This design comes from an exercise in tuning for small area on the open sky130 flow, not from production work. In this exercise RTL edits were held to simulation tests only and were not proved equivalent to the original. Power figures rest on the tool's default switching activity, not on a simulated workload.

==> inputs of run G <==
==> flow/design.v (excerpt) <==
module top_full_design
    #(
        parameter NB_ADDR = 6,
        parameter NB_DATA = 8
    )
    (
        output [NB_DATA - 1 : 0] o_log_data_from_ram,
        output o_log_ram_full,
        input [2:0] i_enable,
        input [1:0] i_sel,
        input i_reset,
        input clock
    );
==> module g_or4, before the edit <==
module g_or4(input a, input b, input c, input d, output y);  assign y = a | b | c | d; endmodule
==> module g_or3, before the edit <==
module g_or3(input a, input b, input c, output y);  assign y = a | b | c; endmodule
==> module ram_rbit, before the edit <==
module ram_rbit(input [63:0] d, input [63:0] s, output q);
wire [21:0] t;
wire [5:0] u;
wire v;
genvar i;
generate
    for (i = 0; i < 21; i = i + 1) begin : ga
        g_a222oi ua(.a1(s[3*i]), .a2(d[3*i]), .b1(s[3*i+1]), .b2(d[3*i+1]), .c1(s[3*i+2]), .c2(d[3*i+2]), .y(t[i]));
    end
endgenerate
g_nand2 ul(.a(s[63]), .b(d[63]), .y(t[21]));
g_nand4 u0(.a(t[0]),  .b(t[1]),  .c(t[2]),  .d(t[3]),  .y(u[0]));
g_nand4 u1(.a(t[4]),  .b(t[5]),  .c(t[6]),  .d(t[7]),  .y(u[1]));
g_nand4 u2(.a(t[8]),  .b(t[9]),  .c(t[10]), .d(t[11]), .y(u[2]));
g_nand4 u3(.a(t[12]), .b(t[13]), .c(t[14]), .d(t[15]), .y(u[3]));
g_nand4 u4(.a(t[16]), .b(t[17]), .c(t[18]), .d(t[19]), .y(u[4]));
g_nand2 u5(.a(t[20]), .b(t[21]), .y(u[5]));
g_or4   v0(.a(u[0]), .b(u[1]), .c(u[2]), .d(u[3]), .y(v));
g_or3   w0(.a(v), .b(u[4]), .c(u[5]), .y(q));
endmodule
export LEC_CHECK = 0
export CAP_MARGIN = 0
export CORE_MARGIN = 2
export CORE_UTILIZATION = 60
export CTS_BUF_LIST = sky130_fd_sc_hd__clkbuf_8
export CTS_CLUSTER_DIAMETER = 60
export CTS_CLUSTER_SIZE = 20
export SLEW_MARGIN = 0
export SYNTH_HIERARCHICAL = 1
export SYNTH_MEMORY_MAX_BITS = 16384
create_clock -name core_clock -period 8.0 [get_ports {clock}]
standard.sh (not shown) runs the stock make flow with config.mk's settings and CLKGATE_MAP_FILE= SYNTH_SCRIPT=/design/flow/synth_recipe.tcl, a recipe that flattens the netlist after the stock synthesis.
==> flow/flow/run.sh <==
#!/bin/bash
# The standard layout (the standard.sh, unchanged synthesis, floorplan, placement,
# routing), with clock tree synthesis told not to add dummy loads for balancing.
set -euo pipefail
export CTS_ARGS="-sink_clustering_enable -repair_clock_nets -sink_clustering_size 20 -sink_clustering_max_diameter 60 -buf_list sky130_fd_sc_hd__clkbuf_8 -dont_use_dummy_load"
bash standard.sh finish > standard.log 2>&1
==> inputs of run K, as changes to run G <==
--- a/flow/design.v
+++ b/flow/design.v
@@ -4619,7 +4619,6 @@
 module g_nand4(input a, input b, input c, input d, output y);  assign y = ~(a & b & c & d); endmodule
 module g_nor2(input a, input b, output y);  assign y = ~(a | b); endmodule
+module g_nor4(input a, input b, input c, input d, output y);  assign y = ~(a | b | c | d); endmodule
 module g_inv(input a, output y);  assign y = ~a; endmodule
-module g_or4(input a, input b, input c, input d, output y);  assign y = a | b | c | d; endmodule
-module g_or3(input a, input b, input c, output y);  assign y = a | b | c; endmodule
 module g_a222oi(input a1, input a2, input b1, input b2, input c1, input c2, output y);
     assign y = ~((a1 & a2) | (b1 & b2) | (c1 & c2));
@@ -4647,5 +4646,5 @@
 wire [21:0] t;
 wire [5:0] u;
-wire v;
+wire [1:0] v;
 genvar i;
 generate
@@ -4661,6 +4660,7 @@
 g_nand4 u4(.a(t[16]), .b(t[17]), .c(t[18]), .d(t[19]), .y(u[4]));
 g_nand2 u5(.a(t[20]), .b(t[21]), .y(u[5]));
-g_or4   v0(.a(u[0]), .b(u[1]), .c(u[2]), .d(u[3]), .y(v));
-g_or3   w0(.a(v), .b(u[4]), .c(u[5]), .y(q));
+g_nor4  v0(.a(u[0]), .b(u[1]), .c(u[2]), .d(u[3]), .y(v[0]));
+g_nor2  v1(.a(u[4]), .b(u[5]), .y(v[1]));
+g_nand2 w0(.a(v[0]), .b(v[1]), .y(q));
 endmodule
 module top_full_design
==> inputs of run P, as changes to run G <==
==> flow/flow/run.sh (replaced) <==
#!/bin/bash
# The standard layout (the standard.sh, unchanged synthesis, floorplan, placement,
# routing), with clock tree synthesis told not to add dummy loads for balancing.
set -euo pipefail
export CTS_ARGS="-sink_clustering_enable -repair_clock_nets -sink_clustering_size 16 -sink_clustering_max_diameter 60 -buf_list sky130_fd_sc_hd__clkbuf_8 -dont_use_dummy_load"
bash standard.sh finish > standard.log 2>&1
- CTS_CLUSTER_SIZE: 20 -> 16
==> summary.txt <==
Run status
  • Status: complete, no violations

Finish
  • Multi-input combinational area share: 32.38%
  • Multi-input gate area: 0.01053 mm^2
  • Non-filler cells in the finished layout: 3,028

Routing
  • Detailed Route WL: 79,960 um
  • 1st-iter DRT viols: 2,537
  • Pre-antenna DRT Iters: 8
  • M1 wire length: 31,900 um

STA
  • Period minus WS final: 6.788 ns
  • Final worst path period share: 84.85%
  • Final setup margin: 1.212 ns

Global route
  • Met2 GRT Util: 49.28%

Logic synthesis
  • Mapped Area: 0.03092 mm^2
  • Post-Syn Instances: 2,297

Worst setup path
  • CP required: 8.50 ns
  • Reg2reg start: gen_cnt[2]

Floorplan
  • Vert. Die Dim: 231.0 um

Pwr
  • Power Clock: 1.57 mW

Placed design
  • Detail Placement HPWL: 55,950 um
  • Dpl cell area: 0.03186 mm^2
That was run G.
==> summary.txt <==
Pwr
  • Power Clock: 1.55 mW
  • Logic gate share of total power: 20.7%

Routing
  • 1st-iter DRT viols: 2,811

Run status
  • Status: complete, no violations

Placed design
  • Dpl cell area: 0.03192 mm^2
  • Detail Placement HPWL: 55,430 um

Logic synthesis
  • EDFF count, synth: 528
  • Mapped Area: 0.03097 mm^2
  • Post-Syn Instances: 2,305

Finish
  • Multi-input gate area: 0.01058 mm^2
  • Multi-input combinational area share: 32.50%
  • Non-filler cells in the finished layout: 3,036

Worst setup path
  • Reg2reg start: gen_cnt[0]
  • Crit path from: gen_cnt[0]
  • CP required: 8.51 ns

STA
  • Final worst path period share: 85.65%
  • Final setup margin: 1.148 ns
  • Period minus WS final: 6.852 ns

Global route
  • Met2 GRT Util: 48.98%

Floorplan
  • Vert. Die Dim: 231.2 um
That was run K.
==> summary.txt <==
Worst setup path
  • Reg2reg start: gen_cnt[2]

Global route
  • Met2 GRT Util: 49.57%

STA
  • Final setup margin: 1.183 ns

Run status
  • Status: complete, no violations

Finish
  • Non-filler cells in the finished layout: 3,033
  • Multi-input gate area: 0.01053 mm^2

Routing
  • Pre-antenna DRT Iters: 8
  • M1 wire length: 32,070 um

Logic synthesis
  • Post-Syn Instances: 2,297
  • Mapped Area: 0.03092 mm^2
That was run P.

---

==> job 3729 <==
Another version of the RTL of top_full_design (not shown whole).
Settings: LEC_CHECK=0, ABC_AREA=1, CAP_MARGIN=20, CORE_MARGIN=2, CORE_UTILIZATION=40, CTS_BUF_LIST=sky130_fd_sc_hd__clkbuf_8, CTS_CLUSTER_DIAMETER=50, CTS_CLUSTER_SIZE=12, SLEW_MARGIN=20, SYNTH_MEMORY_MAX_BITS=16384; clock period 8.0 ns.
run.sh (not shown) runs the stock make flow with config.mk's settings and CLKGATE_MAP_FILE= SYNTH_SCRIPT=/design/flow/synth_recipe.tcl, a recipe that flattens the netlist after the stock synthesis.
Stock flow here: none of the scripts above is used.
==> job 7577: changes against job 3729 <==
--- a/flow/config.mk
+++ b/flow/config.mk
@@ -6,11 +6,8 @@
 export NUM_CORES = 4
 export LEC_CHECK = 0
 export ABC_AREA = 1
 export CAP_MARGIN = 20
 export CORE_MARGIN = 2
 export CORE_UTILIZATION = 40
-export CTS_BUF_LIST = sky130_fd_sc_hd__clkbuf_8
-export CTS_CLUSTER_DIAMETER = 50
-export CTS_CLUSTER_SIZE = 12
 export SLEW_MARGIN = 20
 export SYNTH_MEMORY_MAX_BITS = 16384
==> job 6691: changes against job 3729 <==
--- a/flow/design.v
+++ b/flow/design.v
@@ -30,196 +30,13 @@
   5'd27: u = 9'h192;
   5'd28: u = 9'h1a3;
   5'd29: u = 9'h1b5;
   5'd30: u = 9'h1cc;
   5'd31: u = 9'h1e4;
 endcase
-reg [1:0] r4; always @* case(n[9:4])
-  6'd0: r4 = 2'd0;
-  6'd1: r4 = 2'd1;
-  6'd2: r4 = 2'd2;
-  6'd3: r4 = 2'd0;
-  6'd4: r4 = 2'd1;
-  6'd5: r4 = 2'd2;
-  6'd6: r4 = 2'd0;
-  6'd7: r4 = 2'd1;
-  6'd8: r4 = 2'd2;
-  6'd9: r4 = 2'd0;
-  6'd10: r4 = 2'd1;
-  6'd11: r4 = 2'd2;
-  6'd12: r4 = 2'd0;
-  6'd13: r4 = 2'd1;
-  6'd14: r4 = 2'd2;
-  6'd15: r4 = 2'd0;
-  6'd16: r4 = 2'd1;
-  6'd17: r4 = 2'd2;
-  6'd18: r4 = 2'd0;
-  6'd19: r4 = 2'd1;
-  6'd20: r4 = 2'd2;
-  6'd21: r4 = 2'd0;
-  6'd22: r4 = 2'd1;
-  6'd23: r4 = 2'd2;
-  6'd24: r4 = 2'd0;
-  6'd25: r4 = 2'd1;
-  6'd26: r4 = 2'd2;
-  6'd27: r4 = 2'd0;
-  6'd28: r4 = 2'd1;
-  6'd29: r4 = 2'd2;
-  6'd30: r4 = 2'd0;
-  6'd31: r4 = 2'd1;
-  6'd32: r4 = 2'd2;
-  6'd33: r4 = 2'd0;
-  6'd34: r4 = 2'd1;
-  6'd35: r4 = 2'd2;
-  6'd36: r4 = 2'd0;
-  6'd37: r4 = 2'd1;
-  6'd38: r4 = 2'd2;
-  6'd39: r4 = 2'd0;
-  6'd40: r4 = 2'd1;
-  6'd41: r4 = 2'd2;
-  6'd42: r4 = 2'd0;
-  6'd43: r4 = 2'd1;
-  6'd44: r4 = 2'd2;
-  6'd45: r4 = 2'd0;
-  6'd46: r4 = 2'd1;
-  6'd47: r4 = 2'd2;
-  6'd48: r4 = 2'd0;
-  6'd49: r4 = 2'd1;
-  6'd50: r4 = 2'd2;
-  6'd51: r4 = 2'd0;
-  6'd52: r4 = 2'd1;
-  6'd53: r4 = 2'd2;
-  6'd54: r4 = 2'd0;
-  6'd55: r4 = 2'd1;
-  6'd56: r4 = 2'd2;
-  6'd57: r4 = 2'd0;
-  6'd58: r4 = 2'd1;
-  6'd59: r4 = 2'd2;
-  6'd60: r4 = 2'd0;
-  6'd61: r4 = 2'd1;
-  6'd62: r4 = 2'd2;
-  6'd63: r4 = 2'd0;
-  default: r4 = 0; endcase
-reg [1:0] r6; always @* case(n[9:6])
-  4'd0: r6 = 2'd0;
-  4'd1: r6 = 2'd1;
-  4'd2: r6 = 2'd2;
-  4'd3: r6 = 2'd0;
-  4'd4: r6 = 2'd1;
-  4'd5: r6 = 2'd2;
-  4'd6: r6 = 2'd0;
-  4'd7: r6 = 2'd1;
-  4'd8: r6 = 2'd2;
-  4'd9: r6 = 2'd0;
-  4'd10: r6 = 2'd1;
-  4'd11: r6 = 2'd2;
-  4'd12: r6 = 2'd0;
-  4'd13: r6 = 2'd1;
-  4'd14: r6 = 2'd2;
-  4'd15: r6 = 2'd0;
-  default: r6 = 0; endcase
-reg [3:0] r9; always @* case(n[9:4])
-  6'd0: r9 = 4'd0;
-  6'd1: r9 = 4'd1;
-  6'd2: r9 = 4'd2;
-  6'd3: r9 = 4'd3;
-  6'd4: r9 = 4'd4;
-  6'd5: r9 = 4'd5;
-  6'd6: r9 = 4'd6;
-  6'd7: r9 = 4'd7;
-  6'd8: r9 = 4'd8;
-  6'd9: r9 = 4'd0;
-  6'd10: r9 = 4'd1;
-  6'd11: r9 = 4'd2;
-  6'd12: r9 = 4'd3;
-  6'd13: r9 = 4'd4;
-  6'd14: r9 = 4'd5;
-  6'd15: r9 = 4'd6;
-  6'd16: r9 = 4'd7;
-  6'd17: r9 = 4'd8;
-  6'd18: r9 = 4'd0;
-  6'd19: r9 = 4'd1;
-  6'd20: r9 = 4'd2;
-  6'd21: r9 = 4'd3;
-  6'd22: r9 = 4'd4;
-  6'd23: r9 = 4'd5;
-  6'd24: r9 = 4'd6;
-  6'd25: r9 = 4'd7;
-  6'd26: r9 = 4'd8;
-  6'd27: r9 = 4'd0;
-  6'd28: r9 = 4'd1;
-  6'd29: r9 = 4'd2;
-  6'd30: r9 = 4'd3;
-  6'd31: r9 = 4'd4;
-  6'd32: r9 = 4'd5;
-  6'd33: r9 = 4'd6;
-  6'd34: r9 = 4'd7;
-  6'd35: r9 = 4'd8;
-  6'd36: r9 = 4'd0;
-  6'd37: r9 = 4'd1;
-  6'd38: r9 = 4'd2;
-  6'd39: r9 = 4'd3;
-  6'd40: r9 = 4'd4;
-  6'd41: r9 = 4'd5;
-  6'd42: r9 = 4'd6;
-  6'd43: r9 = 4'd7;
-  6'd44: r9 = 4'd8;
-  6'd45: r9 = 4'd0;
-  6'd46: r9 = 4'd1;
-  6'd47: r9 = 4'd2;
-  6'd48: r9 = 4'd3;
-  6'd49: r9 = 4'd4;
-  6'd50: r9 = 4'd5;
-  6'd51: r9 = 4'd6;
-  6'd52: r9 = 4'd7;
-  6'd53: r9 = 4'd8;
-  6'd54: r9 = 4'd0;
-  6'd55: r9 = 4'd1;
-  6'd56: r9 = 4'd2;
-  6'd57: r9 = 4'd3;
-  6'd58: r9 = 4'd4;
-  6'd59: r9 = 4'd5;
-  6'd60: r9 = 4'd6;
-  6'd61: r9 = 4'd7;
-  6'd62: r9 = 4'd8;
-  6'd63: r9 = 4'd0;
-  default: r9 = 0; endcase
-reg [1:0] r5; always @* case(n[9:5])
-  5'd0: r5 = 2'd0;
-  5'd1: r5 = 2'd1;
-  5'd2: r5 = 2'd2;
-  5'd3: r5 = 2'd0;
-  5'd4: r5 = 2'd1;
-  5'd5: r5 = 2'd2;
-  5'd6: r5 = 2'd0;
-  5'd7: r5 = 2'd1;
-  5'd8: r5 = 2'd2;
-  5'd9: r5 = 2'd0;
-  5'd10: r5 = 2'd1;
-  5'd11: r5 = 2'd2;
-  5'd12: r5 = 2'd0;
-  5'd13: r5 = 2'd1;
-  5'd14: r5 = 2'd2;
-  5'd15: r5 = 2'd0;
-  5'd16: r5 = 2'd1;
-  5'd17: r5 = 2'd2;
-  5'd18: r5 = 2'd0;
-  5'd19: r5 = 2'd1;
-  5'd20: r5 = 2'd2;
-  5'd21: r5 = 2'd0;
-  5'd22: r5 = 2'd1;
-  5'd23: r5 = 2'd2;
-  5'd24: r5 = 2'd0;
-  5'd25: r5 = 2'd1;
-  5'd26: r5 = 2'd2;
-  5'd27: r5 = 2'd0;
-  5'd28: r5 = 2'd1;
-  5'd29: r5 = 2'd2;
-  5'd30: r5 = 2'd0;
-  5'd31: r5 = 2'd1;
-  default: r5 = 0; endcase
+wire [1:0] r4 = (n[9:4]) % 3; wire [1:0] r6 = n[9:6] % 3; wire [3:0] r9 = n[9:4] % 9; wire [1:0] r5 = n[9:5] % 3;
 wire [5:0] i0 = {r4,n[3:0]}; reg [7:0] v0; always @* case(i0)
   6'd0: v0 = 8'h2;
   6'd1: v0 = 8'h35;
   6'd2: v0 = 8'hc4;
   6'd3: v0 = 8'h1b;
   6'd4: v0 = 8'h22;
@@ -263,13 +80,13 @@
   6'd42: v0 = 8'hd6;
   6'd43: v0 = 8'h42;
   6'd44: v0 = 8'he2;
   6'd45: v0 = 8'heb;
   6'd46: v0 = 8'h40;
   6'd47: v0 = 8'hd0;
-  default: v0 = 8'bx; endcase
+  default: v0 = 0; endcase
 wire [7:0] i1 = {r6,n[5:0]}; reg [7:0] v1; always @* case(i1)
   8'd0: v1 = 8'h3;
   8'd1: v1 = 8'h24;
   8'd2: v1 = 8'h3c;
   8'd3: v1 = 8'h42;
   8'd4: v1 = 8'h35;
@@ -457,13 +274,13 @@
   8'd186: v1 = 8'h10;
   8'd187: v1 = 8'hec;
   8'd188: v1 = 8'hcf;
   8'd189: v1 = 8'hc3;
   8'd190: v1 = 8'hc9;
   8'd191: v1 = 8'he0;
-  default: v1 = 8'bx; endcase
+  default: v1 = 0; endcase
 wire [7:0] i2 = {r9,n[3:0]}; reg [7:0] v2; always @* case(i2)
   8'd0: v2 = 8'h3;
   8'd1: v2 = 8'h2e;
   8'd2: v2 = 8'h42;
   8'd3: v2 = 8'h35;
   8'd4: v2 = 8'hd;
@@ -603,13 +420,13 @@
   8'd138: v2 = 8'h41;
   8'd139: v2 = 8'h25;
   8'd140: v2 = 8'hf7;
   8'd141: v2 = 8'hd1;
   8'd142: v2 = 8'hc2;
   8'd143: v2 = 8'hd7;
-  default: v2 = 8'bx; endcase
+  default: v2 = 0; endcase
 wire [6:0] i3 = {r5,n[4:0]}; reg [7:0] v3; always @* case(i3)
   7'd0: v3 = 8'h2;
   7'd1: v3 = 8'h3c;
   7'd2: v3 = 8'h35;
   7'd3: v3 = 8'hf6;
   7'd4: v3 = 8'hc4;
@@ -701,13 +518,13 @@
   7'd90: v3 = 8'hea;
   7'd91: v3 = 8'h2c;
   7'd92: v3 = 8'h40;
   7'd93: v3 = 8'hf;
   7'd94: v3 = 8'hd0;
   7'd95: v3 = 8'hc9;
-  default: v3 = 8'bx; endcase
+  default: v3 = 0; endcase
 reg [7:0] v; always @* case(sel) 0: v=v0; 1: v=v1; 2: v=v2; default: v=v3; endcase
 wire [9:0] sum = {u[8],u} + {{2{v[7]}},v};
 wire [7:0] base = sum[8:1];
 reg inc, dec; always @* begin inc=0; dec=0; case({sel,n})
   12'd0: inc=1;
   12'd48: inc=1;
@@ -800,31 +617,33 @@
         for (i = 1; i <= 14; i = i + 1) dl[i] <= 8'd0;
     end else if (i_enable[0]) begin
         dl[1] <= x0;
         for (i = 1; i < 14; i = i + 1) dl[i+1] <= dl[i];
     end
 end
-function [14:0] sx;
-    input [7:0] v;
-    sx = {{7{v[7]}}, v};
-endfunction
-wire [14:0] g = 15'd3*(sx(dl[4])+sx(dl[10])) + {sx(dl[5])+sx(dl[9]), 3'd0}
-              + 15'd13*(sx(dl[6])+sx(dl[8])) + {sx(dl[7]), 4'd0}
-              - (sx(dl[1])+sx(dl[2])+sx(dl[12])+sx(dl[13])+sx(dl[14]));
-reg [14:0] g_r;
-reg        shifted;
-always @(posedge clock) begin
-    g_r     <= g;
-    shifted <= i_enable[0];
-end
-wire [14:0] acc = g_r - (shifted ? sx(dl[1]) : 15'd0);
+wire signed [14:0] t0  = {{7{x0[7]}}, x0};
+wire signed [14:0] t1  = {{7{dl[1][7]}}, dl[1]};
+wire signed [14:0] t2  = {{7{dl[2][7]}}, dl[2]};
+wire signed [14:0] t4  = {{7{dl[4][7]}}, dl[4]};
+wire signed [14:0] t5  = {{7{dl[5][7]}}, dl[5]};
+wire signed [14:0] t6  = {{7{dl[6][7]}}, dl[6]};
+wire signed [14:0] t7  = {{7{dl[7][7]}}, dl[7]};
+wire signed [14:0] t8  = {{7{dl[8][7]}}, dl[8]};
+wire signed [14:0] t9  = {{7{dl[9][7]}}, dl[9]};
+wire signed [14:0] t10 = {{7{dl[10][7]}}, dl[10]};
+wire signed [14:0] t12 = {{7{dl[12][7]}}, dl[12]};
+wire signed [14:0] t13 = {{7{dl[13][7]}}, dl[13]};
+wire signed [14:0] t14 = {{7{dl[14][7]}}, dl[14]};
+wire signed [14:0] acc = 15'sd3*(t4+t10) + 15'sd8*(t5+t9) + 15'sd13*(t6+t8) + 15'sd16*t7
+                       - (t0+t1+t2+t12+t13+t14);
 wire sat_ok = (acc[14] == acc[13]);
 wire [7:0] y = sat_ok ? {acc[14], acc[12:6]} : {acc[14], {7{~acc[14]}}};
-reg [7:0] y2, y3;
+reg [7:0] y1, y2, y3;
 always @(posedge clock) begin
-    y2 <= y;
+    y1 <= y;
+    y2 <= y1;
     y3 <= y2;
 end
 reg        run;
 reg [5:0]  wc;
 reg        full;
 wire       wc_last = &wc;
==> flow/config.mk (replaced) <==
export PLATFORM = sky130hd
export DESIGN_NAME = top_full_design
export DESIGN_NICKNAME = top_full_design
export VERILOG_FILES = /design/flow/design.v
export SDC_FILE = /design/flow/constraint.sdc
export NUM_CORES = 4
export LEC_CHECK = 0
export CAP_MARGIN = 20
export CORE_MARGIN = 2
export CORE_UTILIZATION = 40
export SLEW_MARGIN = 20
export SYNTH_MEMORY_MAX_BITS = 16384
==> job 2055: changes against job 3729 <==
==> flow/config.mk (replaced) <==
export PLATFORM = sky130hd
export DESIGN_NAME = top_full_design
export DESIGN_NICKNAME = top_full_design
export VERILOG_FILES = /design/flow/design.v
export SDC_FILE = /design/flow/constraint.sdc
export NUM_CORES = 4
export LEC_CHECK = 0
export CAP_MARGIN = 20
export CORE_MARGIN = 2
export CORE_UTILIZATION = 40
export SLEW_MARGIN = 20
export SYNTH_MEMORY_MAX_BITS = 16384
==> results.json <==
{
  "detailedRoute.firstIterationViolations": 3268,
  "yosysMostFrequentCell": "nor2_1",
  "n_all_inverters": 364,
  "status": "complete, no violations",
  "grt_pass1_wl_um": 198000
}
(the above is from job 7577)
==> results.json <==
{
  "setup_viol": 8,
  "grt_pass1_wl_um": 188000,
  "setup_slack_ns": -3.71,
  "detailedRoute.firstIterationViolations": 3216,
  "n_all_inverters": 223,
  "status": "finished with violations",
  "violations": "setup timing"
}
(the above is from job 6691)
==> results.json <==
{
  "drive_gt1_share_pct": 11.8,
  "yosysMostFrequentCell": "edfxtp_1",
  "detailedRoute.firstIterationViolations": 3265,
  "status": "complete, no violations",
  "vias": 27800,
  "n_all_inverters": 188,
  "top_level_ports": 16,
  "use_met3_pct": 5.44
}
(the above is from job 2055)
==> results.json <==
{
  "status": "complete, no violations",
  "seq_power_share_pct": 38.0,
  "detailedRoute.firstIterationViolations": 3566,
  "n_all_inverters": 364,
  "grt_pass1_wl_um": 197000,
  "yosysMostFrequentCell": "nor2_1"
}
(the above is from job 3729)

## port drivers added, routing unchanged
The results above use ideal ports. As a check the final layouts listed here were re-extracted and re-timed, cells and wires unchanged. Step 1, drivers: a clkbuf_16 drives clock and a buf_2 each remaining input, both assumed. Step 2 moves the port delays by t, midway between the first and last clock arrival at a register: inputs arrive t later, outputs are due t later. That takes back most of the time a late clock gives input paths. Slacks: ideal ports / drivers / drivers and shift; pairs: ideal ports / drivers.
| run | shift t [ns] | slack for setup (ns) | hold WS [ns] | worst setup path after step 2 | clock arrival spread, ns |
|---|---|---|---|---|---|
| run G | 0.690 | 1.212 / 1.212 / 1.212 | 0.320 / 0.320 / 0.320 | register to register | 0.108 / 0.108 |
| run K | 0.674 | 1.148 / 1.148 / 1.148 | 0.298 / 0.298 / 0.298 | register to register | 0.109 / 0.108 |
| run P | 0.701 | 1.183 / 1.183 / 1.183 | 0.330 / 0.330 / 0.330 | register to register | 0.099 / 0.098 |
| job 3729 | 0.810 | 1.517 / 1.517 / 1.517 | 0.328 / 0.328 / 0.328 | register to register | 0.062 / 0.062 |
| job 7577 | 0.700 | 1.395 / 1.395 / 1.395 | 0.314 / 0.314 / 0.314 | register to register | 0.078 / 0.078 |
| job 6691 | 0.703 | -3.709 / -3.709 / -3.709 | 0.317 / 0.317 / 0.317 | register to register | 0.033 / 0.034 |
| job 2055 | 0.679 | 0.973 / 0.973 / 0.973 | 0.325 / 0.325 / 0.325 | register to register | 0.037 / 0.037 |
